Context: an optimization exercise on an open-source flow, tuned for small area, a short achievable clock period and few clock cycles. The choices shown serve that exercise and are no tape-out recipe.
Where RTL was checked, it was by simulation tests only, not by an equivalence proof against the original.
No functional check of the RTL was part of runs 1 to 5.
Power is estimated from default activity; no workload was simulated.

==> design.v <==
module ECE564MyDesign
	    (
            input  wire               xxx__dut__run            ,
            output reg                dut__xxx__busy           ,
            input  wire               clk                      ,
            input  wire               reset_b                  ,
            output reg  [11:0]        dut__sram__write_address  ,
            output wire [15:0]        dut__sram__write_data     ,
            output reg                dut__sram__write_enable   ,
            output wire [11:0]        dut__sram__read_address   ,
            input  wire [15:0]        sram__dut__read_data      ,
            output wire [11:0]        dut__gmem__read_address   ,
            input  wire [15:0]        gmem__dut__read_data      ,
            output wire [11:0]        dut__tanhmem__read_address     ,
            input  wire [15:0]        tanhmem__dut__read_data
            );
function [71:0] csa;
	input [35:0] x, y, z;
	begin
		csa = {(x & y) | (x & z) | (y & z), x ^ y ^ z};
	end
endfunction
function [71:0] booth8;
	input [15:0] x;
	input [15:0] y;
	integer k;
	reg [2:0]  d;
	reg [7:0]  ng;
	reg [16:0] mag, pk;
	reg [35:0] r0, r1, r2, r3, r4, r5, r6, r7, r8, rk;
	reg [71:0] a1, a2, a3, b1, b2, c1, e1;
	begin
		for (k = 0; k < 8; k = k + 1) begin
			d  = (k == 0) ? {y[1:0], 1'b0} : y[2*k-1 +: 3];
			ng[k] = d[2] & ~(d[1] & d[0]);
			case (d)
				3'b001, 3'b010, 3'b101, 3'b110: mag = {x[15], x};
				3'b011, 3'b100:                 mag = {x, 1'b0};
				default:                        mag = 17'd0;
			endcase
			pk = mag ^ {17{ng[k]}};
			rk = {19'd0, ~pk[16], pk[15:0]} << (2*k);
			if (k > 0)
				rk = rk | ({35'd0, ng[k-1]} << (2*k-2));
			case (k)
				0: r0 = rk;  1: r1 = rk;  2: r2 = rk;  3: r3 = rk;
				4: r4 = rk;  5: r5 = rk;  6: r6 = rk;  default: r7 = rk;
			endcase
		end
		r8 = 36'hFAAAB0000 | {21'd0, ng[7], 14'd0};
		a1 = csa(r0, r1, r2);
		a2 = csa(r3, r4, r5);
		a3 = csa(r6, r7, r8);
		b1 = csa(a1[35:0], {a1[70:36], 1'b0}, a2[35:0]);
		b2 = csa({a2[70:36], 1'b0}, a3[35:0], {a3[70:36], 1'b0});
		c1 = csa(b1[35:0], {b1[70:36], 1'b0}, b2[35:0]);
		e1 = csa(c1[35:0], {c1[70:36], 1'b0}, {b2[70:36], 1'b0});
		booth8 = {e1[70:36], 1'b0, e1[35:0]};
	end
endfunction
reg  [12:0] n;
wire [3:0]  p = n[3:0];
wire [8:0]  q = n[12:4];
always @(posedge clk)
	if (!reset_b)
		n <= 13'd0;
	else
		n <= (n + 13'd1) & {13{xxx__dut__run | dut__xxx__busy}};
assign dut__sram__read_address = {3'b000, n[11:8], n[3:0], 1'b0};
assign dut__gmem__read_address = {3'b000, n[7:4],  n[3:0], 1'b0};
reg ph_first, ph_cap, ph_up, ph_tl, ph_tu, ph_ld, ph_step, ph_fin;
always @(posedge clk) begin
	ph_first <= (p == 4'd2);                
	ph_cap   <= (p == 4'd2);                
	ph_up    <= (p == 4'd3);
	ph_tl    <= (p == 4'd4);
	ph_tu    <= (p == 4'd5);
	ph_ld    <= (p == 4'd6);
	ph_step  <= p[3] | (p == 4'd7);
	ph_fin   <= (p == 4'd0);
end
reg [15:0] xr, gr;
always @(posedge clk) begin
	xr <= sram__dut__read_data;
	gr <= gmem__dut__read_data;
end
reg  [35:0] ms, mc;
reg  [35:0] acc;
always @(posedge clk) begin
	{mc, ms} <= booth8(xr, gr);
	acc <= (ph_first ? 36'd0 : acc) + ms + mc;
end
wire        s   = acc[35];
wire [35:0] Ap  = acc ^ {36{s}};
wire        sat = (|Ap[35:32]) | (s & (&Ap[31:0]));
reg         neg, sat_r;
reg  [23:0] F;
reg  [8:0]  taddr;
reg  [15:0] tL;
assign dut__tanhmem__read_address = {2'b00, taddr, 1'b0};
always @(posedge clk) begin
	if (ph_cap) begin
		neg   <= acc[35];
		sat_r <= sat;
		F     <= Ap[23:0];
		taddr <= sat ? 9'd255 : {1'b0, Ap[31:24]};
	end
	if (ph_up && !sat_r)
		taddr <= taddr + 9'd1;
	if (ph_tl)
		tL <= tanhmem__dut__read_data;
end
reg  [18:0] Dsh;
wire [15:0] R;
reg  [24:0] H;
reg         sticky;
wire        ng0 = Dsh[2] & ~(Dsh[1] & Dsh[0]);
wire [24:0] mg0 = (Dsh[2:0] == 3'b011 || Dsh[2:0] == 3'b100) ? {F, 1'b0} :
                  (Dsh[1] ^ Dsh[0]) ? {1'b0, F} : 25'd0;
wire [26:0] T   = {{2{H[24]}}, H} + ({2'd0, mg0} ^ {27{ng0}}) + {26'd0, ng0};
wire [18:0] D2  = {2'b00, Dsh[16:1], 1'b0} - {2'b00, tL, 1'b0};
always @(posedge clk) begin
	if (ph_tu) begin
		Dsh    <= {2'b00, tanhmem__dut__read_data, 1'b0};    
	end else if (ph_ld) begin
		Dsh    <= D2;
		H      <= {{7{D2[18]}}, D2[18:1]} & {25{neg}};
		sticky <= 1'b0;
	end else if (ph_step) begin
		Dsh    <= {{2{Dsh[18]}}, Dsh[18:2]};
		H      <= T[26:2];
		sticky <= sticky | (|T[1:0]);
	end else if (ph_fin) begin
		H[15:0] <= R;                                
	end
end
wire        st = sticky | (|H[5:0]);
assign      R  = (tL + H[21:6] + {16{neg & ~st}}) ^ {16{neg}};
assign dut__sram__write_data = H[15:0];
always @(posedge clk) begin
	if (!reset_b) begin
		dut__xxx__busy          <= 1'b0;
		dut__sram__write_enable <= 1'b0;
	end else begin
		if (xxx__dut__run)
			dut__xxx__busy <= 1'b1;
		else if (q == 9'd257 && p == 4'd2)
			dut__xxx__busy <= 1'b0;
		dut__sram__write_enable <= dut__xxx__busy && p == 4'd1 && q >= 9'd2 && q <= 9'd257;
	end
	dut__sram__write_address <= {3'b001, q[7:0] - 8'd2, 1'b0};
end
endmodule
==> flow/run.sh <==
#!/bin/bash
# Standard layout (the standard.sh, the design's constraint.sdc), with
#  - the port buffers made with the smallest plain buffer.
set -euo pipefail
bash standard.sh SETUP_SLACK_MARGIN=7 \
  "BUFFER_PORTS_ARGS=-buffer_cell sky130_fd_sc_hd__buf_1" \
  finish > flow_standard.log 2>&1
==> standard.sh <==
#!/bin/bash
# synth_recipe.tcl (not shown) runs the flow's synth.tcl, then flattens the netlist and writes it again
# the make line also repeats each setting of config.mk as NAME=value (left out here)
make -C /OpenROAD-flow-scripts/flow DESIGN_CONFIG=/design/flow/config.mk WORK_HOME=/design/flow/orfs CLKGATE_MAP_FILE= SYNTH_SCRIPT=/design/flow/synth_recipe.tcl "${@:-finish}"
==> config.mk <==
export PLATFORM = sky130hd
export DESIGN_NAME = ECE564MyDesign
export DESIGN_NICKNAME = ECE564MyDesign
export VERILOG_FILES = /design/flow/design.v
export SDC_FILE = /design/flow/constraint.sdc
export NUM_CORES = 4
export LEC_CHECK = 0
export ABC_CLOCK_PERIOD_IN_PS = 3500
export CAP_MARGIN = 20
export CORE_MARGIN = 2
export CORE_UTILIZATION = 60
export CTS_BUF_LIST = sky130_fd_sc_hd__clkbuf_4 sky130_fd_sc_hd__clkbuf_8
export SLEW_MARGIN = 20
==> constraint.sdc <==
create_clock -name core_clock -period 11.0 [get_ports {clk}]
set_input_delay 2.2000 -clock core_clock [delete_from_list [all_inputs] [get_ports {clk}]]
set_output_delay 2.2000 -clock core_clock [all_outputs]
set_load 0.01 [all_outputs]
==> results of run 1 <==
-- worst max-delay path by stage --
| stage | startpoint | to | slack (ns) | cells after the start |
|---|---|---|---|---|
| 5_1_grt | H[4] | H[15] | 6.47 | 15 |
| 3_5_place_dp | H[4] | H[15] | 6.30 | 15 |
| 4_1_cts | H[4] | H[15] | 6.64 | 15 |
| 2_1_floorplan | H[4] | H[15] | 6.17 | 14 |
| 3_3_place_gp | gr[1] | ms[16] | 6.41 | 10 |
| 6_report | H[4] | H[15] | 6.62 | 15 |
-- cells by family (layout without fill, tap and decap cells) --
family | after synthesis | after routing | synth area share (%)
AOI/OAI and AO/OA | 458 | 458 | 15.15
and+or+nand+nor | 458 | 458 | 11.31
buffers and inverters | 343 | 387 | 7.203
adders and majority gates | 303 | 303 | 23.30
xor gates and xnor gates | 286 | 286 | 12.26
DFF | 254 | 254 | 29.45
muxes | 25 | 25 | 1.280
other | 2 | 15 | 0.03676
-- critical path, stage by stage (launching register included) --
cell and delay [ns]:
edfxtp_1 0.39, or4_4 0.58, nor4b_4 0.25, buf_6 0.15, fa_1 0.42, ha_2 0.20
fa_2 0.34, a21o_1 0.17, a21o_1 0.18, a21oi_2 0.16, o21ai_2 0.08, a31o_1 0.24
a31o_1 0.20, or4_1 0.47, a32oi_1 0.21, o21ai_1 0.08
-- power by group --
part           switching (mW)  internal, mW  leakage, nW
combinational            2.14          1.69         6.54
clock                   0.401         0.572        0.533
sequential              0.214          1.31         2.20
-- cells in the mapped netlist (all sizes together) (21+ instances only) --
cell type  instances  area (µm²)
and3              38       237.7
nand2            103       386.6
nor3              28       140.1
buf               63       420.4
a21oi            108       551.8
ha               174        2177
inv              179       671.9
nor2b             58       362.9
o21ai             80       411.7
xnor2            178        1559
nand2b            34       212.7
dfxtp            161        3223
clkbuf           100       375.4
nor2             106       397.9
edfxtp            93        2793
o31ai             21       167.7
a22oi            110       825.8
fa               129        2582
xor2             108       945.9
a21o              35       264.0
nand3             29       145.1
-- metal layers --
| layer | up-vias | GRT usage, % | share of wire (%) |
|---|---|---|---|
| li1 | 7338 | - | - |
| met2 | 435 | 47.33 | 50 |
| met5 | - | 0 | 0 |
| met1 | 7086 | 32.43 | 43 |
| met4 | 0 | 9.796 | 2.9 |
| met3 | 90 | 4.060 | 5.0 |
-- flip-flops by register name, summed over array words and instances (netlist names), 9 cells and up --
signal	cells
F	24
H	25
tL	16
n	13
gr	16
mc	28
xr	16
acc	36
ms	32
taddr	9
Dsh	19
-- cell type report --
| cell class | count | area [µm²] | area share (%) |
|---|---|---|---|
| Timing Repair Buffer | 127 | 601.8 | 2.732 |
| Multi-Input combinational cell | 1545 | 13170 | 59.76 |
| Clock inverter | 16 | 187.7 | 0.8519 |
| Inverter | 180 | 680.7 | 3.090 |
| Sequential cell | 254 | 6023 | 27.34 |
| Clock buffer | 64 | 812.0 | 3.686 |
| Tap cell | 448 | 560.5 | 2.544 |
-- repair_timing --
item | 4_1_cts | 5_1_grt
gates resized for setup | 18 | 27
setup endpoints to repair | 48 | 31
pin swaps | 8 | 8
setup buffers | 7 | 4
==> flow_summary.yaml, run 1 <==
worst_setup_path:
  r2r_start: "H[4]"
  path_class: "flip-flop to flip-flop"
  r2r-end: "H[15]"
  required_ns: 11.35
  worst-r2r-setup-slack_ns: 6.62
  cp_max_fo: 4
  worst_setup_path_start_kind: "flip-flop"
  critPathCaptureType: "flip-flop"
  critPathArrivalTime_ns: 4.73
  worst_r2r_path_depth: 15
drt:
  wl_um: 46530
  drt-pass1-iter-count: 6
  postRouteAntennaNets: 0
  drt-initial-drc-count: 744
  via_per_inst: 5.675
  wire_per_inst_um: 17.66
  route.detailed.drc: 0
  vias: 14949
global_route:
  gr-total-overflow: 0
  grt_use_total_pct: 26.54
  first_global_vias: 15113
  grt_pass1_wl_um: 76400
  grt_max_degree: 64
  antenna_found_initial: 0
die:
  design.core.area_um2: 33530
  initial_utilization_pct: 60.92
  top_level_ports: 117
  rows: 67
  die_area_um2: 35540
  die_h_um: 188.5
  die_x_um: 188.5
hold_path:
  hp-class: "flip-flop to flip-flop"
  whs_path_depth: 0
  holdPathEnd: "dut__sram__write_address[1]"
  hold_start: "n[4]"
timing:
  holdWs_ns: 0.4577
  tns_ns: 0
  setup_viol: 0
  relSlewSlack_pct: 26.31
  finClkSkew_ns: 0.03387
  drv_slew: 0
  tightestPinTransition_ns: 1.105
  fin_ws_ns: 6.620
  finalHoldViolCount: 0
  period_minus_slack_ns: 4.380
  rsz0062_at_grt: "yes"
  max_freq_ghz: 0.2283
  period_share_pct: 39.82
layout:
  design_area_um2: 22030
  fin_cells: 2634
  utilization_pct: 65.70
  diodes: 0
  drive_gt1_share_pct: 7.823
  areaGrowthSynthToFinish_pct: 7.852
  fin_nets: 2508
  most-common-layout-cells: "177 x xnor2_1, 176 x inv_1, 165 x ha_1, 157 x dfxtp_1, 127 x fa_1"
  layout_commonest_cell: "xnor2_1"
  num-fill-cells: 2817
logic_synthesis:
  ys_types: 80
  ys_ff_latch: 254
  synth_warnings: 1
  synthArstFlopShare_pct: 0
  synth.avg_cell_area_um2: 9.595
  synth-seq-area-share_pct: 29.45
  synthCells: 2129
  syn_area_um2: 20430
  synth_ff_type: "dfxtp_1"
  synth_edf_count: 93
place:
  portBuffers: 101
  post-place-ws_ns: 6.303
  dp.cells: 2543
  gp_congestion: 0.9333
  place_area_um2: 20760
  dp_hpwl_um: 35180
job:
  drv_cap: 0
clock_network:
  numCtsBuffers: 46
  clk_latency_ns: 0.61
  ctsHoldBuffers: 0
  cts_root_buf: "clkbuf_8"
  cts_tree: "built"
  cts_buffer_depth: 3
  cts.sinks: 254
  htreeDepth: 2
  clkTransAtPathRegs_ns: 0.06
pwr:
  leakage_nw: 9.270
  peakVddDrop_v: 0.0001468
  powerDensity_nw_per_um2: 287.6
  p_total_mw: 6.337
status:
  status: "timing/DRC/antenna clean"
==> run 2: changes to the inputs <==
--- a/config.mk
+++ b/config.mk
@@ -10,3 +10,3 @@
 export CORE_MARGIN = 2
-export CORE_UTILIZATION = 60
+export CORE_UTILIZATION = 40
 export CTS_BUF_LIST = sky130_fd_sc_hd__clkbuf_4 sky130_fd_sc_hd__clkbuf_8
==> flow_summary.yaml, run 2 <==
timing:
  fin_ws_ns: 6.649
  period_minus_slack_ns: 4.351
  tns_ns: 0
  tightestPinTransition_ns: 1.083
  relSlewSlack_pct: 27.78
  drv_slew: 0
  finClkSkew_ns: 0.01919
  rsz0062_at_grt: "yes"
  period_share_pct: 39.55
  finalHoldViolCount: 0
  setup_viol: 0
  max_freq_ghz: 0.2298
place:
  portBuffers: 101
  post-place-ws_ns: 6.289
  gp_congestion: 0.8697
  dp_hpwl_um: 36380
  dp.cells: 2767
logic_synthesis:
  synthArstFlopShare_pct: 0
  yosysMostFrequentCell: "xnor2_1"
  synth_area_leader_cell: "dfxtp_1"
  synth_ff_type: "dfxtp_1"
  synth_warnings: 1
  synth_top_area_share_pct: 15.78
  synth_xor_area_share_pct: 12.26
  synth.avg_cell_area_um2: 9.595
  synthTopCellsByCount: "178 x xnor2_1, 176 x inv_1, 174 x ha_1"
  syn_area_um2: 20430
  synth_mux_area_share_pct: 1.280
  synthCells: 2129
  yosys.area_share.simple_pct: 11.31
  synth_edf_count: 93
  synth-seq-area-share_pct: 29.45
  synth_compound_area_share_pct: 15.15
  ys_ff_latch: 254
  ys_types: 80
  synth_fa_ha_area_share_pct: 23.30
  synth_top_family_by_area: "adder cells"
  synth_area_leaders: "dfxtp_1 16%, edfxtp_1 14%, fa_1 13%"
global_route:
  grt_use_total_pct: 18.66
  grt_max_degree: 64
  grt_pass1_wl_um: 80250
  antenna_found_initial: 0
  gr-total-overflow: 0
  first_global_vias: 15246
worst_setup_path:
  cp_max_fo: 4
  r2r_start: "H[4]"
  worstPathCellList: "or4_4 > nor4b_4 > buf_6 > fa_1 > ha_2 > fa_2 > a21o_1 > a21o_1 > a21oi_2 > o21ai_2 > a31o_1 > a31o_1 > or4_1 > a32oi_1 > o21ai_1"
  cpPeakStageDelay_ns: 0.56
  critPathTopFamily: "compound AO/OA/AOI/OAI gates"
  path_class: "flip-flop to flip-flop"
  critPathCaptureType: "flip-flop"
  cp_slowest_cell: "or4_4"
  worst-r2r-setup-slack_ns: 6.65
  required_ns: 11.36
  worst_setup_path_start_kind: "flip-flop"
  cp_num_buf_inv: 1
  r2r-end: "H[15]"
  worst_r2r_path_depth: 15
  critPathArrivalTime_ns: 4.71
die:
  design.core.area_um2: 50270
  initial_utilization_pct: 40.63
  rows: 82
  top_level_ports: 117
  die_area_um2: 52890
  die_x_um: 230.0
  die_h_um: 230.0
clock_network:
  clkTransAtPathRegs_ns: 0.06
  ctsHoldBuffers: 0
  clk_latency_ns: 0.62
  cts_buffer_depth: 3
  cts_tree: "built"
  cts_root_buf: "clkbuf_8"
  cts.sinks: 254
  htreeDepth: 2
  numCtsBuffers: 50
drt:
  route.detailed.drc: 0
  drt-pass1-iter-count: 5
  drt-initial-drc-count: 968
  wire_per_inst_um: 17.18
  via_per_inst: 5.258
  postRouteAntennaNets: 0
  wl_um: 49520
  vias: 15154
layout:
  areaGrowthSynthToFinish_pct: 10.00
  fin_cells: 2882
  regMostFlops: "acc"
  drive_gt1_share_pct: 8.824
  largest_register_ffs: 36
  fin_nets: 2523
  most-common-layout-cells: "177 x xnor2_1, 175 x inv_1, 165 x ha_1, 157 x dfxtp_1, 127 x fa_1"
  layout_commonest_cell: "xnor2_1"
  diodes: 0
  utilization_pct: 44.70
pwr:
  p_total_mw: 6.462
  peakVddDrop_v: 0.0001570
  powerDensity_nw_per_um2: 287.6
  leakage_nw: 9.358
status:
  status: "timing/DRC/antenna clean"
hold_path:
  holdPathEnd: "acc[0]"
  hp-class: "flip-flop to flip-flop"
  hold_start: "ms[0]"
  whs_path_depth: 1
job:
  drv_cap: 0
==> run 2: layout make-up <==
class | count | area, µm²
multi-input combinational | 1545 | 13170
tap | 672 | 840.8
clock buffer | 75 | 950.9
timing repair buffer | 138 | 678.2
sequential | 254 | 6023
inverter | 180 | 680.7
clock inverter | 18 | 125.1
fill | 4827 | 27800
==> run 2: per-stage QoR <==
stage	area [µm²]	hold WS (ns)
6_report	22470	0.4612
5_1_grt	22470	0.4899
4_1_cts	22250	0.4642
3_5_place_dp	21050	0.4507
3_3_place_gp	21050	0.4448
2_1_floorplan	20500	0.4103
==> run 2: logic make-up after synthesis <==
logic type,Yosys count
compound gates,458
simple gates,458
buf+inv,343
fa+ha+maj,303
xor+xnor,286
flops,254
mux,25
other cells,2
==> run 2: repair_timing <==
item                                    4_1_cts  5_1_grt
pin swaps                                    10        7
hold endpoints to repair                      0        0
resized for setup                            17       26
setup buffers                                 7       14
gates cloned                                  0        1
endpoints found under the setup margin       49       35
==> run 2: worst max-delay path by stage <==
stage	start	endpoint	slack, ns	cells past startpoint
2_1_floorplan	H[4]	H[15]	6.17	14
3_3_place_gp	gr[1]	ms[15]	6.34	10
3_5_place_dp	gr[1]	ms[15]	6.29	10
4_1_cts	H[4]	H[15]	6.65	15
5_1_grt	H[4]	H[15]	6.54	15
6_report	H[4]	H[15]	6.65	15
==> run 2: worst register-to-register path, delay by kind of cell, from the launching register on <==
kind / cells / cell delay [ns]
AOI/OAI and AO/OA: 8 / 1.30
and+or+nand+nor: 3 / 1.29
adders and majority gates: 3 / 0.97
buffers and inverters: 1 / 0.15
DFF: 1 / 0.38
==> run 2: where the power goes <==
group	leakage, nW	total [mW]	switching, mW	internal [mW]
sequential	2.20	1.55	0.236	1.31
clock	0.577	1.02	0.437	0.579
combinational	6.58	3.90	2.17	1.73
total	9.36	6.46	2.84	3.62
==> run 2: per-layer routing <==
metal,share of wire (%),routed length [µm],vias to the layer above,global-route usage [%]
met1,43,21520,7290,23.13
met5,0,0,-,0
met3,4.9,2406,96,2.976
met2,49,24140,408,32.84
met4,2.9,1451,0,6.371
li1,-,-,7360,-
==> run 3: changes to the inputs <==
--- a/design.v
+++ b/design.v
@@ -7,3 +7,3 @@
             output reg  [11:0]        dut__sram__write_address  ,
-            output wire [15:0]        dut__sram__write_data     ,
+            output reg  [15:0]        dut__sram__write_data     ,
             output reg                dut__sram__write_enable   ,
@@ -70,3 +70,3 @@
 assign dut__gmem__read_address = {3'b000, n[7:4],  n[3:0], 1'b0};
-reg ph_first, ph_cap, ph_up, ph_tl, ph_tu, ph_ld, ph_step, ph_fin;
+reg ph_first, ph_cap, ph_up, ph_tl, ph_tu, ph_ld, ph_step;
 always @(posedge clk) begin
@@ -79,3 +79,2 @@
 	ph_step  <= p[3] | (p == 4'd7);
-	ph_fin   <= (p == 4'd0);
 end
@@ -113,5 +112,3 @@
 reg  [18:0] Dsh;
-wire [15:0] R;
 reg  [24:0] H;
-reg         sticky;
 wire        ng0 = Dsh[2] & ~(Dsh[1] & Dsh[0]);
@@ -119,22 +116,16 @@
                   (Dsh[1] ^ Dsh[0]) ? {1'b0, F} : 25'd0;
-wire [26:0] T   = {{2{H[24]}}, H} + ({2'd0, mg0} ^ {27{ng0}}) + {26'd0, ng0};
-wire [18:0] D2  = {2'b00, Dsh[16:1], 1'b0} - {2'b00, tL, 1'b0};
+wire [27:0] T   = {{2{H[24]}}, H, ng0} + {({2'd0, mg0} ^ {27{ng0}}), ng0};
+wire [17:0] D1  = {2'b00, Dsh[16:1]} + {2'b11, ~tL};           
 always @(posedge clk) begin
 	if (ph_tu) begin
-		Dsh    <= {2'b00, tanhmem__dut__read_data, 1'b0};    
+		Dsh <= {2'b00, tanhmem__dut__read_data, 1'b0};       
 	end else if (ph_ld) begin
-		Dsh    <= D2;
-		H      <= {{7{D2[18]}}, D2[18:1]} & {25{neg}};
-		sticky <= 1'b0;
+		Dsh <= {D1, 1'b1};
+		H   <= {{7{D1[17]}}, D1} & {25{neg}};
 	end else if (ph_step) begin
-		Dsh    <= {{2{Dsh[18]}}, Dsh[18:2]};
-		H      <= T[26:2];
-		sticky <= sticky | (|T[1:0]);
-	end else if (ph_fin) begin
-		H[15:0] <= R;                                
+		Dsh <= {{2{Dsh[18]}}, Dsh[18:2]};
+		H   <= T[27:3];
 	end
 end
-wire        st = sticky | (|H[5:0]);
-assign      R  = (tL + H[21:6] + {16{neg & ~st}}) ^ {16{neg}};
-assign dut__sram__write_data = H[15:0];
+wire [15:0] R = (tL + H[21:6]) ^ {16{neg}};
 always @(posedge clk) begin
@@ -150,2 +141,3 @@
 	end
+	dut__sram__write_data    <= R;
 	dut__sram__write_address <= {3'b001, q[7:0] - 8'd2, 1'b0};
--- a/config.mk
+++ b/config.mk
@@ -10,3 +10,3 @@
 export CORE_MARGIN = 2
-export CORE_UTILIZATION = 40
+export CORE_UTILIZATION = 60
 export CTS_BUF_LIST = sky130_fd_sc_hd__clkbuf_4 sky130_fd_sc_hd__clkbuf_8
==> flow_summary.yaml, run 3 <==
timing:
  period_minus_slack_ns: 3.950
  finClkSkew_ns: 0.02252
  period_share_pct: 35.91
  finalHoldViolCount: 0
  max_freq_ghz: 0.2532
  rsz0062_at_grt: "no"
  drv_slew: 0
  tightestPinTransition_ns: 1.017
  tns_ns: 0
  setup_viol: 0
  relSlewSlack_pct: 32.19
clock_network:
  cts_root_buf: "clkbuf_8"
  cts_tree: "built"
  htreeDepth: 2
  cts_buffer_depth: 3
  cts.sinks: 268
  clkTransAtPathRegs_ns: 0.06
  clk_latency_ns: 0.62
  ctsHoldBuffers: 0
  numCtsBuffers: 47
worst_setup_path:
  required_ns: 11.33
  critPathArrivalTime_ns: 4.28
  cpPeakStageDelay_ns: 0.46
  cp_max_fo: 12
  worstPathCellList: "inv_1 > ha_4 > mux2i_4 > buf_6 > and3_1 > a21oi_1 > xnor2_1 > ha_2 > or2_2 > a21oi_2 > o21ai_2 > o31ai_4 > a31oi_4 > a21bo_1 > a31oi_2 > xnor2_1 > o21ai_1"
  cp_num_buf_inv: 2
  path_class: "flip-flop to flip-flop"
  worst_r2r_path_depth: 17
  critPathTopFamily: "compound AO/OA/AOI/OAI gates"
  worst_setup_path_start_kind: "flip-flop"
  cp.depth: 17
  path_common_cell: "xnor2_1"
  critPathCaptureType: "flip-flop"
  cp_slowest_cell: "edfxtp_1"
global_route:
  antenna_found_initial: 0
  grt_use_total_pct: 27.86
  gr-total-overflow: 0
  first_global_vias: 14578
  grt_pass1_wl_um: 74620
  grt_max_degree: 64
die:
  top_level_ports: 117
  die_x_um: 186.0
  rows: 66
  design.core.area_um2: 32540
  die_area_um2: 34580
  die_h_um: 186.0
  initial_utilization_pct: 61.05
pwr:
  powerDensity_nw_per_um2: 276.0
  p_sw_mw: 2.542
  p_comb_share_pct: 58.0
  internal-power_mw: 3.427
  leakage_nw: 9.119
  peakVddDrop_v: 0.0002564
  switching_share_pct: 42.58
  p_seq_share_pct: 25.3
  p_clk_share_pct: 16.7
  p_total_mw: 5.969
logic_synthesis:
  synth_area_leaders: "dfxtp_1 18%, edfxtp_1 14%, fa_1 11%"
  synth_top_area_share_pct: 17.74
  syn_area_um2: 19860
  synth_edf_count: 92
  synth_area_leader_cell: "dfxtp_1"
  synth-seq-area-share_pct: 31.65
  yosysMostFrequentCell: "xnor2_1"
  ys_types: 79
  synth_warnings: 1
  synth_ff_type: "dfxtp_1"
  synthArstFlopShare_pct: 0
  synthTopCellsByCount: "199 x xnor2_1, 180 x inv_1, 176 x dfxtp_1, 176 x ha_1, 113 x fa_1"
  ys_ff_latch: 268
  synth.avg_cell_area_um2: 9.883
  synthCells: 2010
drt:
  vias: 14491
  route.detailed.drc: 0
  postRouteAntennaNets: 0
  via_per_inst: 5.705
  drt-initial-drc-count: 918
  wl_um: 47550
  drt-pass1-iter-count: 5
  wire_per_inst_um: 18.72
layout:
  num-fill-cells: 2691
  fin_nets: 2399
  areaGrowthSynthToFinish_pct: 8.856
  layout_commonest_cell: "xnor2_1"
  drive_gt1_share_pct: 8.532
  design_area_um2: 21620
  regMostFlops: "acc"
  fin_cells: 2540
  multiInputGateArea_um2: 12420
  largest_register_ffs: 36
  diodes: 0
  most-common-layout-cells: "199 x xnor2_1, 180 x inv_1, 172 x dfxtp_1, 169 x ha_1, 113 x fa_1"
  regArea_um2: 6296
place:
  dp_hpwl_um: 35260
  place_area_um2: 20260
  portBuffers: 101
  gp_congestion: 0.8750
  dp.cells: 2433
job:
  drv_cap: 0
hold_path:
  whs_path_depth: 1
  hp-class: "flip-flop to flip-flop"
status:
  status: "timing/DRC/antenna clean"
run 3: cell types whose count changed in the layout (fill, tap and decap cells not counted), sizes merged, moves of 11 or more:
cell	before	now
nor2	106	69
xnor2	178	199
o21ai	80	62
fa	129	113
dfxtp	161	176
nand2	103	88
buf	138	126
nor3	28	17
run 3: timing repair:
item,in CTS,in global routing
pin swaps,0,12
resized for setup,14,25
endpoints found under the setup margin,50,30
cloned,1,3
setup buffers,0,15
run 3: power groups by stage:
stage | registers [mW] | clock network, mW | logic [mW]
after global routing | 1.54 | 1.06 | 3.96
after floorplan | 1.46 | 0 | 2.68
after CTS | 1.51 | 1.02 | 3.42
after global placement | 1.53 | 0 | 3.32
after detailed placement | 1.53 | 0 | 3.40
final | 1.51 | 0.997 | 3.46
run 3: area by class of cell:
type	count	area share [%]
Sequential cell	268	29.12
Timing Repair Buffer	128	2.916
Tap cell	442	2.558
Clock inverter	21	0.7638
Clock buffer	67	4.004
Inverter	184	3.217
Multi-Input combinational cell	1430	57.42
run 3: final timing paths:
check                             from      to  slack [ns]
worst max register to register  Dsh[1]   H[23]        7.05
worst max-delay path            Dsh[1]   H[23]        7.05
worst min register to register   ms[0]  acc[0]        0.46
worst min-delay path             ms[0]  acc[0]        0.46
run 3: layer usage:
layer | share of wire [%] | GRT usage [%] | routed length, µm | up-vias
met5 | 0 | 0 | 0 | -
met4 | 4.6 | 13.51 | 2210 | 0
met3 | 4.1 | 4.265 | 1935 | 120
met2 | 51 | 50.54 | 24420 | 370
met1 | 40 | 31.94 | 18990 | 7037
li1 | - | - | - | 6964
run 3: logic make-up after synthesis:
family	Yosys count	synth area share (%)
compound gates	420	14.21
fa+ha+maj	289	22.47
flops	268	31.65
xor+xnor	307	13.54
other cells	2	0.03781
buf+inv	326	6.847
mux	33	1.783
simple gates	365	9.467
run 3: metrics by stage:
stage	utilization (%)	hold slack (ns)	setup WS, ns
after global placement	62.26	0.4493	6.419
after detailed placement	62.26	0.4532	6.301
after floorplan	-	0.4029	7.001
after CTS	65.61	0.4635	7.011
final	66.46	0.4620	7.050
after global routing	66.46	0.4830	6.938
run 3: worst reg2reg max path, delay by kind of cell (launching register included):
kind,cells,cell delay (ns)
flip-flops,1,0.46
buffers and inverters,2,0.28
AND/OR/NAND/NOR,2,0.48
AO/OA/AOI/OAI,8,1.40
multiplexers,1,0.16
XOR/XNOR,2,0.38
adder cells (fa/ha/maj),2,0.53
==> run 4: changes to the inputs <==
--- a/config.mk
+++ b/config.mk
@@ -11,3 +11,5 @@
 export CORE_UTILIZATION = 60
-export CTS_BUF_LIST = sky130_fd_sc_hd__clkbuf_4 sky130_fd_sc_hd__clkbuf_8
+export CTS_BUF_LIST = sky130_fd_sc_hd__clkbuf_8 sky130_fd_sc_hd__clkbuf_16
+export CTS_CLUSTER_DIAMETER = 100
+export CTS_CLUSTER_SIZE = 18
 export SLEW_MARGIN = 20
==> flow_summary.yaml, run 4 <==
worst_setup_path:
  cp_slowest_cell: "a2111oi_0"
  worstPathCellList: "buf_12 > nand2b_1 > fa_1 > inv_1 > ha_1 > nand2_1 > o21ai_1 > o311ai_2 > a2111oi_0 > o31ai_1 > a31oi_1 > a21oi_1 > o21bai_1 > a21oi_1 > xnor2_1"
  path_class: "flip-flop to flip-flop"
  critPathArrivalTime_ns: 4.34
  path_common_cell: "a21oi_1"
  required_ns: 11.41
  worst_setup_path_start_kind: "flip-flop"
  cpPeakStageDelay_ns: 0.78
  cp_max_fo: 32
  critPathCaptureType: "flip-flop"
global_route:
  gr-usage-met2_pct: 50.78
  first_global_vias: 14318
  grt_busiest_layer: "met2"
  use_met1_pct: 31.93
  gr-total-overflow: 0
  grt_util_met3_pct: 2.817
  antenna_found_initial: 0
  grt_max_degree: 64
  grt_pass1_wl_um: 73830
  grt_use_total_pct: 27.32
timing:
  drv_slew: 0
  period_minus_slack_ns: 3.931
  rsz0062_at_grt: "yes"
  setup_viol: 0
  tns_ns: 0
  max_freq_ghz: 0.2544
  finalHoldViolCount: 0
  tightestPinTransition_ns: 1.003
  finClkSkew_ns: 0.01213
  relSlewSlack_pct: 33.16
  period_share_pct: 35.73
pwr:
  leakage_nw: 8.878
  p_total_mw: 5.624
  powerDensity_nw_per_um2: 266.3
  peakVddDrop_v: 0.0002431
logic_synthesis:
  synth_area_leader_cell: "dfxtp_1"
  synth_area_leaders: "dfxtp_1 18%, edfxtp_1 14%, fa_1 11%"
  synth.avg_cell_area_um2: 9.883
  synth_top_area_share_pct: 17.74
  synthCells: 2010
  synthArstFlopShare_pct: 0
  ys_ff_latch: 268
  syn_area_um2: 19860
  synth_warnings: 1
  synthTopCellsByCount: "199 x xnor2_1, 180 x inv_1, 176 x dfxtp_1, 176 x ha_1, 113 x fa_1"
  synth-seq-area-share_pct: 31.65
  synth_ff_type: "dfxtp_1"
  ys_types: 79
  synth_edf_count: 92
  yosysMostFrequentCell: "xnor2_1"
hold_path:
  hp-class: "flip-flop to flip-flop"
layout:
  num-fill-cells: 2740
  regMostFlops: "acc"
  largest_register_ffs: 36
  layout_commonest_cell: "xnor2_1"
  most-common-layout-cells: "199 x xnor2_1, 188 x inv_1, 172 x dfxtp_1, 169 x ha_1, 113 x fa_1"
  areaGrowthSynthToFinish_pct: 6.324
  multiInputGateArea_um2: 12420
  fin_nets: 2374
  regArea_um2: 6294
  drive_gt1_share_pct: 5.773
die:
  top_level_ports: 117
  die_area_um2: 34580
  rows: 66
  die_x_um: 186.0
  design.core.area_um2: 32540
  die_h_um: 186.0
  initial_utilization_pct: 61.05
drt:
  drt-pass1-iter-count: 5
  vias: 14302
  drt-initial-drc-count: 833
  wire_per_inst_um: 18.71
  via_per_inst: 5.751
  wl_um: 46530
  route.detailed.drc: 0
  postRouteAntennaNets: 0
clock_network:
  cts_root_buf: "clkbuf_16"
  cts_tree: "built"
  numCtsBuffers: 19
  ctsHoldBuffers: 0
  cts.sinks: 268
  htreeDepth: 1
  clkTransAtPathRegs_ns: 0.08
  clk_latency_ns: 0.52
  cts_buffer_depth: 3
place:
  dp_hpwl_um: 35260
  gp_congestion: 0.8750
  portBuffers: 101
job:
  drv_cap: 0
status:
  status: "timing/DRC/antenna clean"
==> run 4: layer usage <==
layer / routed length, µm / up-vias
met5: 0 / -
met4: 1935 / 0
met3: 1977 / 110
met2: 24140 / 383
met1: 18480 / 6922
li1: - / 6887
==> run 4: cell families after synthesis <==
| logic type | Yosys count | synth area share (%) |
|---|---|---|
| buffers and inverters | 326 | 6.847 |
| and+or+nand+nor | 365 | 9.467 |
| adders and majority gates | 289 | 22.47 |
| xor gates and xnor gates | 307 | 13.54 |
| DFF | 268 | 31.65 |
| AOI/OAI and AO/OA | 420 | 14.21 |
| other | 2 | 0.03781 |
| muxes | 33 | 1.783 |
==> run 4: where the power goes <==
group	internal, mW	total [mW]	switching, mW	leakage (nW)
Sequential	1.34	1.51	0.171	2.30
Clock	0.317	0.672	0.355	0.297
Combinational	1.53	3.45	1.92	6.28
Total	3.18	5.62	2.45	8.88
==> run 4: final timing paths <==
check,startpoint,slack (ns),cells after the start,to
max,ph_first,7.07,15,acc[33]
min,ms[0],0.47,1,acc[0]
max reg2reg,ph_first,7.07,15,acc[33]
min reg2reg,ms[0],0.47,1,acc[0]
==> run 4: stage by stage <==
step | cell area, µm² | cells | worst slack (ns) | hold slack (ns) | utilization, %
2_1_floorplan | 19920 | 2023 | 7.001 | 0.4029 | -
3_3_place_gp | 20260 | 2433 | 6.419 | 0.4493 | 62.26
3_5_place_dp | 20260 | 2433 | 6.301 | 0.4532 | 62.26
4_1_cts | 20850 | 2465 | 7.014 | 0.4652 | 64.08
5_1_grt | 21120 | 2486 | 6.905 | 0.4839 | 64.91
6_report | 21120 | 2487 | 7.069 | 0.4690 | 64.91
==> run 4: worst max-delay path: cells and delay by family (launching register included) <==
family | cells | cell delay, ns
adder cells (fa/ha/maj) | 2 | 0.84
AO/OA/AOI/OAI | 8 | 2.00
XOR/XNOR | 1 | 0.13
flip-flops | 1 | 0.36
AND/OR/NAND/NOR | 2 | 0.24
buffers and inverters | 2 | 0.21
==> run 4: cell type report <==
| cell class | instances | area share [%] |
|---|---|---|
| multi-input cells | 1431 | 58.79 |
| well taps | 442 | 2.618 |
| flip-flops and latches | 268 | 29.80 |
| clock inverters | 12 | 0.2784 |
| inverters | 184 | 3.294 |
| clock buffers | 19 | 2.251 |
| diodes | 1 | 0.01185 |
| repair buffers | 130 | 2.962 |
==> run 4: timing repair <==
item	CTS	global route
endpoints found under the setup margin	50	31
buffers inserted	0	17
hold endpoints to repair	0	0
gates cloned	1	4
resized for setup	14	21
pin swaps	0	11
==> run 5: changes to the inputs <==
--- a/flow/run.sh
+++ b/flow/run.sh
@@ -4,3 +4,3 @@
 set -euo pipefail
-bash standard.sh SETUP_SLACK_MARGIN=7 \
+bash standard.sh SETUP_SLACK_MARGIN=7.4 \
   "BUFFER_PORTS_ARGS=-buffer_cell sky130_fd_sc_hd__buf_1" \
==> flow_summary.yaml, run 5 <==
status:
  status: "timing/DRC/antenna clean"
die:
  top_level_ports: 117
  die_x_um: 186.0
  die_h_um: 186.0
  initial_utilization_pct: 61.05
  design.core.area_um2: 32540
  rows: 66
  die_area_um2: 34580
timing:
  max_freq_ghz: 0.2653
  drv_slew: 0
  period_minus_slack_ns: 3.769
  tightestPinTransition_ns: 1.054
  tns_ns: 0
  period_share_pct: 34.26
  relSlewSlack_pct: 29.71
  finClkSkew_ns: 0.01659
  rsz0062_at_grt: "yes"
  holdWs_ns: 0.4812
  setup_viol: 0
  finalHoldViolCount: 0
  fin_ws_ns: 7.231
global_route:
  grt_max_degree: 58
  grt_pass1_wl_um: 75490
  first_global_vias: 14619
  grt_use_total_pct: 27.84
  antenna_found_initial: 0
  gr-total-overflow: 0
worst_setup_path:
  cpPeakStageDelay_ns: 0.48
  worst-r2r-setup-slack_ns: 7.23
  worstPathCellList: "ha_4 > buf_2 > nor2b_4 > buf_12 > xnor2_1 > ha_1 > buf_6 > o31ai_4 > or3_1 > nand4_1 > nand2_1 > and2b_2 > o211ai_4 > a31o_4 > and4_1 > o31ai_1"
  path_class: "flip-flop to flip-flop"
  critPathArrivalTime_ns: 4.02
  cp_num_buf_inv: 3
  critPathCaptureType: "flip-flop"
  cp_max_fo: 12
  r2r_start: "Dsh[1]"
  required_ns: 11.25
  critPathTopFamily: "simple AND/OR/NAND/NOR gates"
  worst_setup_path_start_kind: "flip-flop"
  startpoint: "Dsh[1]"
  cp_slowest_cell: "edfxtp_1"
clock_network:
  cts_root_buf: "clkbuf_16"
  cts_buffer_depth: 3
  htreeDepth: 1
  cts_tree: "built"
  cts.sinks: 268
  clkTransAtPathRegs_ns: 0.09
  numCtsBuffers: 19
  ctsHoldBuffers: 0
  clk_latency_ns: 0.52
layout:
  regMostFlops: "acc"
  areaGrowthSynthToFinish_pct: 14.19
  num-fill-cells: 2529
  most-common-layout-cells: "187 x xnor2_1, 185 x inv_1, 157 x dfxtp_1, 148 x ha_1, 108 x xor2_1"
  largest_register_ffs: 36
  design_area_um2: 22680
  drive_gt1_share_pct: 15.68
  fin_cells: 2553
  layout_commonest_cell: "xnor2_1"
  utilization_pct: 69.71
  fin_nets: 2440
  diodes: 0
logic_synthesis:
  synth_ff_type: "dfxtp_1"
  synth.avg_cell_area_um2: 9.883
  synth_warnings: 1
  synthArstFlopShare_pct: 0
  synth_edf_count: 92
  synth_top_area_share_pct: 17.74
  synthCells: 2010
  synth_area_leaders: "dfxtp_1 18%, edfxtp_1 14%, fa_1 11%"
  synthTopCellsByCount: "199 x xnor2_1, 180 x inv_1, 176 x dfxtp_1, 176 x ha_1, 113 x fa_1"
  ys_ff_latch: 268
  yosysMostFrequentCell: "xnor2_1"
  ys_types: 79
  syn_area_um2: 19860
  synth-seq-area-share_pct: 31.65
  synth_area_leader_cell: "dfxtp_1"
pwr:
  powerDensity_nw_per_um2: 271.6
  p_total_mw: 6.160
  peakVddDrop_v: 0.0002438
  leakage_nw: 9.408
drt:
  wl_um: 49640
  drt-pass1-iter-count: 5
  drt-initial-drc-count: 910
  route.detailed.drc: 0
  vias: 15051
  via_per_inst: 5.895
  postRouteAntennaNets: 0
  wire_per_inst_um: 19.44
hold_path:
  hp-class: "flip-flop to flip-flop"
  hold_start: "n[4]"
place:
  post-place-ws_ns: 6.670
  dp_hpwl_um: 34340
  place_area_um2: 20350
  portBuffers: 101
  dp.cells: 2431
  gp_congestion: 0.8598
job:
  drv_cap: 0
[run 5: worst paths after layout]
check	depth (start not counted)	to
setup / recovery	16	H[24]
hold / removal	0	dut__sram__write_address[1]
setup reg to reg	16	H[24]
hold reg to reg	0	dut__sram__write_address[1]
[run 5: cell type report]
type	instances	area, µm²	area share (%)
clock buffer	19	475.5	2.096
clock inverter	13	63.81	0.2813
inverter	184	710.7	3.133
multi-input combinational	1438	13400	59.09
sequential	268	6325	27.89
tap	442	553.0	2.438
timing repair buffer	189	1152	5.081
[run 5: kinds of logic after synthesis]
group / Yosys count / share of synthesized area [%]
AOI/OAI and AO/OA: 420 / 14.21
xor gates and xnor gates: 307 / 13.54
adders and majority gates: 289 / 22.47
buffers and inverters: 326 / 6.847
DFF: 268 / 31.65
muxes: 33 / 1.783
other: 2 / 0.03781
and+or+nand+nor: 365 / 9.467
[run 5: timing repair]
item                                    4_1_cts  5_1_grt
cloned                                        5        4
pin swaps                                    20       87
setup buffers                                38       43
gates resized for setup                      51      176
endpoints found under the setup margin       65       48
[run 5: report_power, final]
part           internal (mW)  total [mW]  leakage (nW)  switching [mW]
clock network          0.317       0.677         0.294           0.360
registers               1.34        1.55          2.30           0.218
logic                   1.82        3.93          6.81            2.11
[run 5: layer usage]
layer	track usage [%]	wire length, µm
met5	0	0
met2	51.54	25840
met3	3.346	2421
met4	9.008	1814
met1	33.42	19560
==> run 6: changes to the inputs <==
--- a/design.v
+++ b/design.v
@@ -113,7 +113,7 @@
 reg  [24:0] H;
-wire        ng0 = Dsh[2] & ~(Dsh[1] & Dsh[0]);
-wire [24:0] mg0 = (Dsh[2:0] == 3'b011 || Dsh[2:0] == 3'b100) ? {F, 1'b0} :
-                  (Dsh[1] ^ Dsh[0]) ? {1'b0, F} : 25'd0;
-wire [27:0] T   = {{2{H[24]}}, H, ng0} + {({2'd0, mg0} ^ {27{ng0}}), ng0};
+reg  [2:0]  bd;
+wire [24:0] mg0 = bd[1] ? {F, 1'b0} : bd[0] ? {1'b0, F} : 25'd0;
+wire [27:0] T   = {{2{H[24]}}, H, bd[2]} + {({2'd0, mg0} ^ {27{bd[2]}}), bd[2]};
 wire [17:0] D1  = {2'b00, Dsh[16:1]} + {2'b11, ~tL};           
+wire [2:0]  dn  = ph_ld ? {D1[1:0], 1'b1} : Dsh[4:2];        
 always @(posedge clk) begin
@@ -128,2 +128,4 @@
 	end
+	if (ph_ld | ph_step)
+		bd <= {dn[2] & ~(dn[1] & dn[0]), (dn == 3'b011) | (dn == 3'b100), dn[1] ^ dn[0]};
 end
--- a/flow/run.sh
+++ b/flow/run.sh
@@ -4,3 +4,3 @@
 set -euo pipefail
-bash standard.sh SETUP_SLACK_MARGIN=7.4 \
+bash standard.sh SETUP_SLACK_MARGIN=7 \
   "BUFFER_PORTS_ARGS=-buffer_cell sky130_fd_sc_hd__buf_1" \
==> flow_summary.yaml, run 6 <==
status:
  status: "timing/DRC/antenna clean"
global_route:
  grt_pass1_wl_um: 74870
  first_global_vias: 14315
  grt_use_total_pct: 26.74
  grt_max_degree: 59
  gr-total-overflow: 0
  antenna_found_initial: 0
worst_setup_path:
  r2r_start: "gr[7]"
  cp_num_buf_inv: 3
  worstPathCellList: "inv_1 > ha_1 > a22oi_1 > xor2_1 > fa_1 > inv_1 > fa_1 > fa_1 > inv_1 > fa_1"
  cp_slowest_cell: "ha_1"
  worst_setup_path_start_kind: "flip-flop"
  cpPeakStageDelay_ns: 0.67
  path_common_cell: "fa_1"
  path_class: "flip-flop to flip-flop"
  critPathCaptureType: "flip-flop"
  critPathTopFamily: "adder cells"
  cp_max_fo: 17
  startpoint: "gr[7]"
  required_ns: 11.47
  critPathArrivalTime_ns: 4.32
job:
  drv_cap: 0
logic_synthesis:
  synth_area_leader_cell: "dfxtp_1"
  synth_top_family_by_area: "adder cells"
  synthArstFlopShare_pct: 0
  synthCells: 2011
  synth_warnings: 1
  yosys.area_share.simple_pct: 8.732
  synth_mux_area_share_pct: 1.580
  synth_xor_area_share_pct: 13.51
  yosysMostFrequentCell: "xnor2_1"
  synth_compound_area_share_pct: 15.24
  synth_area_leaders: "dfxtp_1 18%, edfxtp_1 14%, fa_1 11%"
  ys_ff_latch: 270
  synth-seq-area-share_pct: 31.84
  synth_edf_count: 95
  synth.avg_cell_area_um2: 9.926
  syn_area_um2: 19960
  synth_fa_ha_area_share_pct: 22.37
  synth_ff_type: "dfxtp_1"
  ys_types: 69
  synth_top_area_share_pct: 17.55
  synthTopCellsByCount: "199 x xnor2_1, 176 x ha_1, 175 x dfxtp_1"
clock_network:
  cts_buffer_depth: 3
  numCtsBuffers: 19
  htreeDepth: 1
  cts_tree: "built"
  clk_latency_ns: 0.52
  cts.sinks: 270
  cts_root_buf: "clkbuf_16"
  ctsHoldBuffers: 0
  clkTransAtPathRegs_ns: 0.08
die:
  rows: 66
  die_h_um: 186.4
  top_level_ports: 117
  die_x_um: 186.4
  die_area_um2: 34740
  initial_utilization_pct: 61.19
  design.core.area_um2: 32620
drt:
  wl_um: 46070
  wire_per_inst_um: 18.57
  route.detailed.drc: 0
  drt-pass1-iter-count: 5
  vias: 14228
  via_per_inst: 5.735
  postRouteAntennaNets: 0
  drt-initial-drc-count: 840
timing:
  max_freq_ghz: 0.2598
  setup_viol: 0
  period_share_pct: 34.99
  period_minus_slack_ns: 3.849
  finClkSkew_ns: 0.01469
  tightestPinTransition_ns: 0.9633
  drv_slew: 0
  tns_ns: 0
  relSlewSlack_pct: 35.78
  rsz0062_at_grt: "yes"
  finalHoldViolCount: 0
pwr:
  peakVddDrop_v: 0.0002033
  leakage_nw: 8.795
  powerDensity_nw_per_um2: 266.0
  p_total_mw: 5.623
hold_path:
  hp-class: "flip-flop to flip-flop"
  hold_start: "n[4]"
layout:
  design_area_um2: 21140
  layout_commonest_cell: "xnor2_1"
  most-common-layout-cells: "199 x xnor2_1, 184 x inv_1, 173 x ha_1, 171 x dfxtp_1, 128 x a22oi_1"
  regMostFlops: "acc"
  largest_register_ffs: 36
  areaGrowthSynthToFinish_pct: 5.917
  drive_gt1_share_pct: 5.101
  num-fill-cells: 2799
  diodes: 0
  fin_nets: 2366
place:
  dp_hpwl_um: 35040
  gp_congestion: 0.8830
  place_area_um2: 20360
  portBuffers: 101
run 6: cells by family after synthesis:
kind of cell	count (synthesis)
adders and majority gates	289
xor gates and xnor gates	308
and+or+nand+nor	341
other	2
buffers and inverters	323
DFF	270
AOI/OAI and AO/OA	449
muxes	29
run 6: power by group:
group / internal [mW] / switching [mW]
Combinational: 1.49 / 1.87
Clock: 0.363 / 0.367
Sequential: 1.33 / 0.191
Total: 3.19 / 2.43
run 6: path summary, 6_finish.rpt:
check / end / slack (ns) / depth (start not counted)
max: ms[13] / 7.15 / 10
min: dut__sram__write_address[1] / 0.46 / 0
max reg2reg: ms[13] / 7.15 / 10
min reg2reg: dut__sram__write_address[1] / 0.46 / 0
run 6: what timing repair did:
action                     CTS  global route
resized for setup            7             9
buffers inserted             2            14
pin swaps                    0             3
setup endpoints to repair   44            24
run 6: final cells by class:
type	instances	area, µm²	share of cell area (%)
Clock inverter	13	85.08	0.4024
Clock buffer	21	514.2	2.432
Sequential cell	270	6366	30.11
Multi-Input combinational cell	1431	12360	58.46
Tap cell	442	553.0	2.616
Inverter	178	673.1	3.184
Timing Repair Buffer	126	590.6	2.793
run 6: routing by layer:
layer / routed length (µm) / global-route usage, % / vias to the layer above / part of all wire (%)
met5: 0 / 0 / - / 0
met4: 2662 / 14.06 / 0 / 5.8
met3: 1902 / 3.310 / 115 / 4.1
met2: 22300 / 46.76 / 390 / 48
met1: 19210 / 32.35 / 6808 / 42
li1: - / - / 6915 / -
run 6: metrics by stage:
step / setup WS, ns / util (%) / hold WS (ns) / instances
after floorplan: 7.001 / - / 0.4064 / 2024
after global placement: 6.361 / 62.41 / 0.4431 / 2431
after detailed placement: 6.269 / 62.41 / 0.4464 / 2431
after CTS: 7.004 / 64.42 / 0.4578 / 2467
after global routing: 6.963 / 64.81 / 0.4843 / 2481
final: 7.151 / 64.81 / 0.4625 / 2481
run 6: worst register-to-register path: stages (launching register included):
cell and delay [ns]:
dfxtp_1 0.44, inv_1 0.07, ha_1 0.67, a22oi_1 0.22
xor2_1 0.21, fa_1 0.53, inv_1 0.06, fa_1 0.47
fa_1 0.55, inv_1 0.06, fa_1 0.52
Testbench counts of run 6, summed over its fixed seeds: cycles 98,784.
==> run 7: changes to the inputs <==
--- a/design.v
+++ b/design.v
@@ -22,7 +22,19 @@
 endfunction
+function [23:0] brec;
+	input [15:0] y;
+	integer k;
+	reg [2:0] d;
+	begin
+		for (k = 0; k < 8; k = k + 1) begin
+			d = (k == 0) ? {y[1:0], 1'b0} : y[2*k-1 +: 3];
+			brec[k]      = d[1] ^ d[0];
+			brec[8 + k]  = (d == 3'b011) | (d == 3'b100);
+			brec[16 + k] = d[2] & ~(d[1] & d[0]);
+		end
+	end
+endfunction
 function [71:0] booth8;
 	input [15:0] x;
-	input [15:0] y;
+	input [23:0] yr;
 	integer k;
-	reg [2:0]  d;
 	reg [7:0]  ng;
@@ -32,10 +44,5 @@
 	begin
+		ng = yr[23:16];
 		for (k = 0; k < 8; k = k + 1) begin
-			d  = (k == 0) ? {y[1:0], 1'b0} : y[2*k-1 +: 3];
-			ng[k] = d[2] & ~(d[1] & d[0]);
-			case (d)
-				3'b001, 3'b010, 3'b101, 3'b110: mag = {x[15], x};
-				3'b011, 3'b100:                 mag = {x, 1'b0};
-				default:                        mag = 17'd0;
-			endcase
+			mag = ({x[15], x} & {17{yr[k]}}) | ({x, 1'b0} & {17{yr[8 + k]}});
 			pk = mag ^ {17{ng[k]}};
@@ -73,3 +80,3 @@
 	ph_first <= (p == 4'd2);                
-	ph_cap   <= (p == 4'd2);                
+	ph_cap   <= (p == 4'd2) & dut__xxx__busy;    
 	ph_up    <= (p == 4'd3);
@@ -80,6 +87,7 @@
 end
-reg [15:0] xr, gr;
+reg [15:0] xr;
+reg [23:0] gr;                           
 always @(posedge clk) begin
 	xr <= sram__dut__read_data;
-	gr <= gmem__dut__read_data;
+	gr <= brec(gmem__dut__read_data);
 end
--- a/config.mk
+++ b/config.mk
@@ -10,3 +10,3 @@
 export CORE_MARGIN = 2
-export CORE_UTILIZATION = 60
+export CORE_UTILIZATION = 70
 export CTS_BUF_LIST = sky130_fd_sc_hd__clkbuf_8 sky130_fd_sc_hd__clkbuf_16
==> flow_summary.yaml, run 7 <==
logic_synthesis:
  yosysMostFrequentCell: "xnor2_1"
  synth.avg_cell_area_um2: 9.855
  synthTopCellsByCount: "195 x xnor2_1, 185 x inv_1, 184 x dfxtp_1"
  synth_top_area_share_pct: 18.22
  synthArstFlopShare_pct: 0
  synth_ff_type: "dfxtp_1"
  synth_area_leaders: "dfxtp_1 18%, edfxtp_1 14%, fa_1 11%"
  ys_ff_latch: 279
  ys_types: 69
  synth-seq-area-share_pct: 32.32
  synth_warnings: 1
  synth_area_leader_cell: "dfxtp_1"
  syn_area_um2: 20220
  synthCells: 2052
  synth_edf_count: 95
status:
  status: "timing/DRC/antenna clean"
drt:
  postRouteAntennaNets: 0
  wire_per_inst_um: 18.47
  via_per_inst: 5.995
  route.detailed.drc: 0
  drt-pass1-iter-count: 5
  drt-initial-drc-count: 1111
  vias: 14657
  wl_um: 45170
timing:
  tightestPinTransition_ns: 1.168
  finalHoldViolCount: 0
  finClkSkew_ns: 0.01703
  drv_slew: 0
  max_freq_ghz: 0.2655
  tns_ns: 0
  relSlewSlack_pct: 22.03
  period_minus_slack_ns: 3.767
  setup_viol: 0
  rsz0062_at_grt: "yes"
  period_share_pct: 34.24
clock_network:
  htreeDepth: 1
  cts.sinks: 279
  ctsHoldBuffers: 0
  cts_tree: "built"
  clk_latency_ns: 0.52
  cts_root_buf: "clkbuf_16"
  clkTransAtPathRegs_ns: 0.08
  cts_buffer_depth: 3
  numCtsBuffers: 19
global_route:
  antenna_found_initial: 0
  first_global_vias: 14630
  grt_max_degree: 48
  grt_use_total_pct: 30.17
  gr-total-overflow: 0
  grt_pass1_wl_um: 74110
pwr:
  peakVddDrop_v: 0.0001682
  leakage_nw: 9.045
  p_seq_share_pct: 28.1
  switching_share_pct: 43.47
  internal-power_mw: 3.198
  p_clk_share_pct: 12.2
  p_comb_share_pct: 59.7
  p_total_mw: 5.658
  powerDensity_nw_per_um2: 267.8
  p_sw_mw: 2.460
layout:
  num-fill-cells: 2167
  areaGrowthSynthToFinish_pct: 4.505
  layout_commonest_cell: "xnor2_1"
  fin_cells: 2445
  drive_gt1_share_pct: 3.542
  regMostFlops: "acc"
  most-common-layout-cells: "195 x xnor2_1, 194 x inv_1, 182 x dfxtp_1, 178 x ha_1, 144 x a22oi_1"
  largest_register_ffs: 36
  fin_nets: 2393
  regArea_um2: 6541
  diodes: 0
  multiInputGateArea_um2: 12380
die:
  rows: 62
  design.core.area_um2: 28550
  die_h_um: 174.0
  die_area_um2: 30260
  die_x_um: 174.0
  top_level_ports: 117
  initial_utilization_pct: 70.84
worst_setup_path:
  worstPathCellList: "nor2b_1 > ha_1 > ha_1 > fa_1 > a211oi_2 > o21ai_1 > a31oi_4 > o211ai_2 > a21o_1 > a211o_1 > a221oi_4 > o21bai_1 > xor2_1"
  path_common_cell: "ha_1"
  cpPeakStageDelay_ns: 0.51
  cp_num_buf_inv: 0
  worst_setup_path_start_kind: "flip-flop"
  critPathCaptureType: "flip-flop"
  cp_slowest_cell: "fa_1"
  required_ns: 11.39
  critPathArrivalTime_ns: 4.16
  cp_max_fo: 4
  critPathTopFamily: "compound AO/OA/AOI/OAI gates"
  path_class: "flip-flop to flip-flop"
place:
  dp_hpwl_um: 34420
  dp.cells: 2407
  portBuffers: 101
  gp_congestion: 0.9280
job:
  drv_cap: 0
hold_path:
  hp-class: "flip-flop to flip-flop"
==> run 7: cell count changes after synthesis, moves of 7 or more <==
cell / delta
a211o_1: +10
a22oi_1: +16
and3_1: +9
clkbuf_1: +8
dfxtp_1: +9
inv_1: +11
mux2_2: -7
nand2_1: +10
nand4_1: -11
nor2_1: +24
nor2b_1: -13
o31ai_1: -13
==> run 7: kinds of logic after synthesis <==
kind of cell               share of synthesized area, %
other                                           0.03714
xor gates and xnor gates                          13.43
muxes                                            0.9219
AOI/OAI and AO/OA                                 15.46
adders and majority gates                         22.20
buffers and inverters                             6.831
DFF                                               32.32
and+or+nand+nor                                   8.798
==> run 7: area by class of cell <==
type / count / share of cell area [%]
clock inverters: 12 / 0.3789
clock buffers: 19 / 2.250
flip-flops and latches: 279 / 30.95
multi-input cells: 1451 / 58.57
well taps: 384 / 2.274
inverters: 187 / 3.321
repair buffers: 113 / 2.256
==> run 7: power by group through the flow <==
| stage | Sequential [mW] | Combinational [mW] | Clock [mW] |
|---|---|---|---|
| final | 1.59 | 3.38 | 0.689 |
| after detailed placement | 1.61 | 3.35 | 0 |
| after floorplan | 1.49 | 2.71 | 0 |
| after global placement | 1.61 | 3.21 | 0 |
| after global routing | 1.61 | 3.87 | 0.738 |
| after CTS | 1.59 | 3.38 | 0.704 |
==> run 7: timing repair <==
item	in CTS	in global routing
buffers inserted	1	5
setup endpoints to repair	16	6
pin swaps	0	0
gates cloned	1	0
resized for setup	3	1
==> run 7: path summary, 6_finish.rpt <==
path	endpoint	cells past startpoint	start	slack (ns)
max	acc[33]	13	acc[1]	7.23
min	acc[0]	1	ms[0]	0.46
max reg2reg	acc[33]	13	acc[1]	7.23
min reg2reg	acc[0]	1	ms[0]	0.46
==> run 7: per-layer routing <==
metal  global-route usage (%)  share of wire, %  vias to the layer above
li1                         -                 -                     6997
met1                    38.23                41                     7004
met2                    52.76                49                      532
met3                    3.018               5.9                      124
met4                    13.10               4.2                        0
met5                        0                 0                        -
==> run 7: worst register-to-register path, stage by stage (launching register included) <==
cell and delay [ns]:
dfxtp_1 0.44, nor2b_1 0.17, ha_1 0.24, ha_1 0.23, fa_1 0.51, a211oi_2 0.24, o21ai_1 0.15, a31oi_4 0.25
o211ai_2 0.17, a21o_1 0.24, a211o_1 0.36, a221oi_4 0.37, o21bai_1 0.14, xor2_1 0.15
==> run 7: through the flow <==
step                      worst slack, ns  hold WS [ns]  util (%)  instance area, µm²
after global routing                6.971        0.4800     74.03               21130
after floorplan                     7.354        0.4064         -               20270
after detailed placement            6.587        0.4475     71.81               20500
after CTS                           7.160        0.4647     73.84               21080
after global placement              6.297        0.4451     71.80               20500
final                               7.233        0.4645     74.03               21130
Testbench counts of run 7, summed over its fixed seeds: cycles 98,784.
==> run 8: changes to the inputs <==
--- a/config.mk
+++ b/config.mk
@@ -10,3 +10,3 @@
 export CORE_MARGIN = 2
-export CORE_UTILIZATION = 70
+export CORE_UTILIZATION = 60
 export CTS_BUF_LIST = sky130_fd_sc_hd__clkbuf_8 sky130_fd_sc_hd__clkbuf_16
==> flow_summary.yaml, run 8 <==
clock_network:
  cts.sinks: 279
  htreeDepth: 1
  cts_tree: "built"
  clkTransAtPathRegs_ns: 0.08
  clk_latency_ns: 0.53
  numCtsBuffers: 19
  cts_root_buf: "clkbuf_16"
  cts_buffer_depth: 3
  ctsHoldBuffers: 0
global_route:
  gr-total-overflow: 0
  antenna_found_initial: 0
  grt_pass1_wl_um: 74870
  grt_max_degree: 48
  grt_use_total_pct: 26.24
  first_global_vias: 14489
worst_setup_path:
  cp_slowest_cell: "fa_1"
  cpPeakStageDelay_ns: 0.50
  path_class: "flip-flop to flip-flop"
  required_ns: 11.40
  critPathArrivalTime_ns: 4.20
  worstPathCellList: "buf_8 > nor2b_1 > ha_1 > ha_1 > fa_1 > a211oi_2 > o21ai_1 > a31oi_4 > o211ai_2 > a21o_1 > a211o_1 > a221oi_4 > o21bai_1 > xor2_1"
  worst_setup_path_start_kind: "flip-flop"
  cp_max_fo: 36
  path_common_cell: "ha_1"
  critPathCaptureType: "flip-flop"
logic_synthesis:
  synth_area_leader_cell: "dfxtp_1"
  synth_ff_type: "dfxtp_1"
  syn_area_um2: 20220
  synthCells: 2052
  ys_types: 69
  synthArstFlopShare_pct: 0
  ys_ff_latch: 279
  synth_area_leaders: "dfxtp_1 18%, edfxtp_1 14%, fa_1 11%"
  synthTopCellsByCount: "195 x xnor2_1, 185 x inv_1, 184 x dfxtp_1"
  synth-seq-area-share_pct: 32.32
  synth_top_area_share_pct: 18.22
  yosysMostFrequentCell: "xnor2_1"
  synth.avg_cell_area_um2: 9.855
  synth_edf_count: 95
  synth_warnings: 1
drt:
  drt-initial-drc-count: 935
  wl_um: 46030
  wl_met1_um: 19250
  wire_per_inst_um: 18.32
  dr_wl_met3_um: 1977
  via_per_inst: 5.740
  wl_met2_um: 22820
  highest_layer: "met4"
  drt-pass1-iter-count: 5
  route.detailed.drc: 0
  vias: 14419
  postRouteAntennaNets: 0
timing:
  max_freq_ghz: 0.2631
  rsz0062_at_grt: "yes"
  fin_ws_ns: 7.199
  setup_viol: 0
  tightestPinTransition_ns: 1.167
  tns_ns: 0
  finalHoldViolCount: 0
  period_share_pct: 34.55
  finClkSkew_ns: 0.02543
  drv_slew: 0
  relSlewSlack_pct: 22.12
  period_minus_slack_ns: 3.801
layout:
  diodes: 0
  fin_cells: 2512
  fin_nets: 2397
  num-fill-cells: 2877
  multiInputGateArea_um2: 12350
  largest_register_ffs: 36
  regMostFlops: "acc"
  most-common-layout-cells: "195 x xnor2_1, 193 x inv_1, 183 x dfxtp_1, 178 x ha_1, 144 x a22oi_1"
  regArea_um2: 6538
  layout_commonest_cell: "xnor2_1"
  drive_gt1_share_pct: 3.537
  areaGrowthSynthToFinish_pct: 4.808
place:
  post-place-ws_ns: 7.028
  dp.cells: 2474
  portBuffers: 101
  gp_congestion: 0.8470
  dp_hpwl_um: 35240
pwr:
  p_total_mw: 5.607
  powerDensity_nw_per_um2: 264.6
  peakVddDrop_v: 0.0001583
  leakage_nw: 9.044
hold_path:
  hp-class: "flip-flop to flip-flop"
job:
  drv_cap: 0
die:
  design.core.area_um2: 33360
  rows: 67
  initial_utilization_pct: 60.61
  die_x_um: 187.6
  die_h_um: 187.6
  die_area_um2: 35190
  top_level_ports: 117
status:
  status: "timing/DRC/antenna clean"
run 8: cell counts after synthesis:
No cell type changed its count.
run 8: final timing paths:
check | from | end | slack, ns | cells past startpoint
max | ph_first | acc[33] | 7.20 | 14
min | dut__xxx__busy | dut__sram__write_enable | 0.49 | 2
max reg2reg | ph_first | acc[33] | 7.20 | 14
min reg2reg | dut__xxx__busy | dut__sram__write_enable | 0.49 | 2
run 8: critical path: cells and delay by family (launching register included):
kind                     cells  cell delay, ns
XOR/XNOR                     1            0.15
AND/OR/NAND/NOR              1            0.08
flip-flops                   1            0.34
buffers and inverters        1            0.22
adder cells (fa/ha/maj)      3            1.01
AO/OA/AOI/OAI                8            1.86
run 8: final cells by class:
type,count,area share (%)
clock buffers,19,2.243
clock inverters,11,0.2420
inverters,187,3.312
multi-input cells,1450,58.29
flip-flops and latches,279,30.85
well taps,448,2.645
repair buffers,118,2.426
run 8: metrics by stage:
| stage | hold slack, ns | utilization, % | instance area [µm²] |
|---|---|---|---|
| floorplan | 0.4064 | - | 20270 |
| CTS | 0.4888 | 63.34 | 21130 |
| global placement | 0.4678 | 61.74 | 20600 |
| global route | 0.5110 | 63.52 | 21190 |
| detailed placement | 0.4754 | 61.74 | 20600 |
| finish | 0.4947 | 63.52 | 21190 |
run 8: cell families (layout without fill, tap and decap cells):
logic type	Yosys count	in the layout	synth area share, %
compound gates	457	457	15.46
other cells	2	15	0.03714
buf+inv	336	335	6.831
mux	17	17	0.9219
xor+xnor	310	310	13.43
fa+ha+maj	291	291	22.20
flops	279	279	32.32
simple gates	360	360	8.798
run 8: power by group:
part           switching [mW]  internal, mW  total (mW)
clock network           0.351         0.315       0.666
logic                    1.86          1.49        3.35
registers               0.224          1.36        1.59
run 8: per-layer routing:
metal,track usage [%],vias to the layer above
met5,0,-
met4,11.08,0
met3,2.283,90
met2,46.82,425
met1,32.64,6912
li1,-,6992
run 8: repair_timing:
action                                  4_1_cts  5_1_grt
resized for setup                             0        2
endpoints found under the setup margin        1        6
setup buffers                                 1        7

==> port drivers added, routing unchanged <==
The results above use ideal ports. As a check the final layouts listed here were re-extracted and re-timed, cells and wires unchanged.
Step 1 (the two cells are an assumption about what drives the block):
set clk [get_ports {clk}]
set_driving_cell -lib_cell sky130_fd_sc_hd__clkbuf_16 $clk
set_driving_cell -lib_cell sky130_fd_sc_hd__buf_2 [delete_from_list [all_inputs] $clk]
Step 2 also shifts input and output timing later by t, the mid clock arrival at the registers, as if the neighbouring blocks saw the same clock.
Slacks: ideal / step 1 / step 2; pairs: ideal / step 1.
| run | shift t [ns] | slack for setup (ns) | latest minus earliest clock arrival (ns) | worst register clock-pin slew, ns |
|---|---|---|---|---|
| run 1 | 0.647 | 6.620 / 6.620 / 6.620 | 0.040 / 0.040 | 0.07 / 0.07 |
| run 2 | 0.663 | 6.649 / 6.649 / 6.649 | 0.024 / 0.023 | 0.06 / 0.06 |
| run 3 | 0.657 | 7.050 / 7.050 / 7.050 | 0.024 / 0.024 | 0.07 / 0.07 |
| run 4 | 0.568 | 7.069 / 7.069 / 7.069 | 0.020 / 0.021 | 0.09 / 0.09 |
| run 5 | 0.566 | 7.231 / 7.231 / 7.231 | 0.017 / 0.017 | 0.09 / 0.09 |
| run 6 | 0.573 | 7.151 / 7.151 / 7.151 | 0.018 / 0.018 | 0.08 / 0.08 |
| run 7 | 0.558 | 7.233 / 7.233 / 7.233 | 0.020 / 0.021 | 0.09 / 0.09 |
| run 8 | 0.566 | 7.199 / 7.199 / 7.199 | 0.030 / 0.030 | 0.08 / 0.08 |
After both steps every run listed still meets setup and hold.
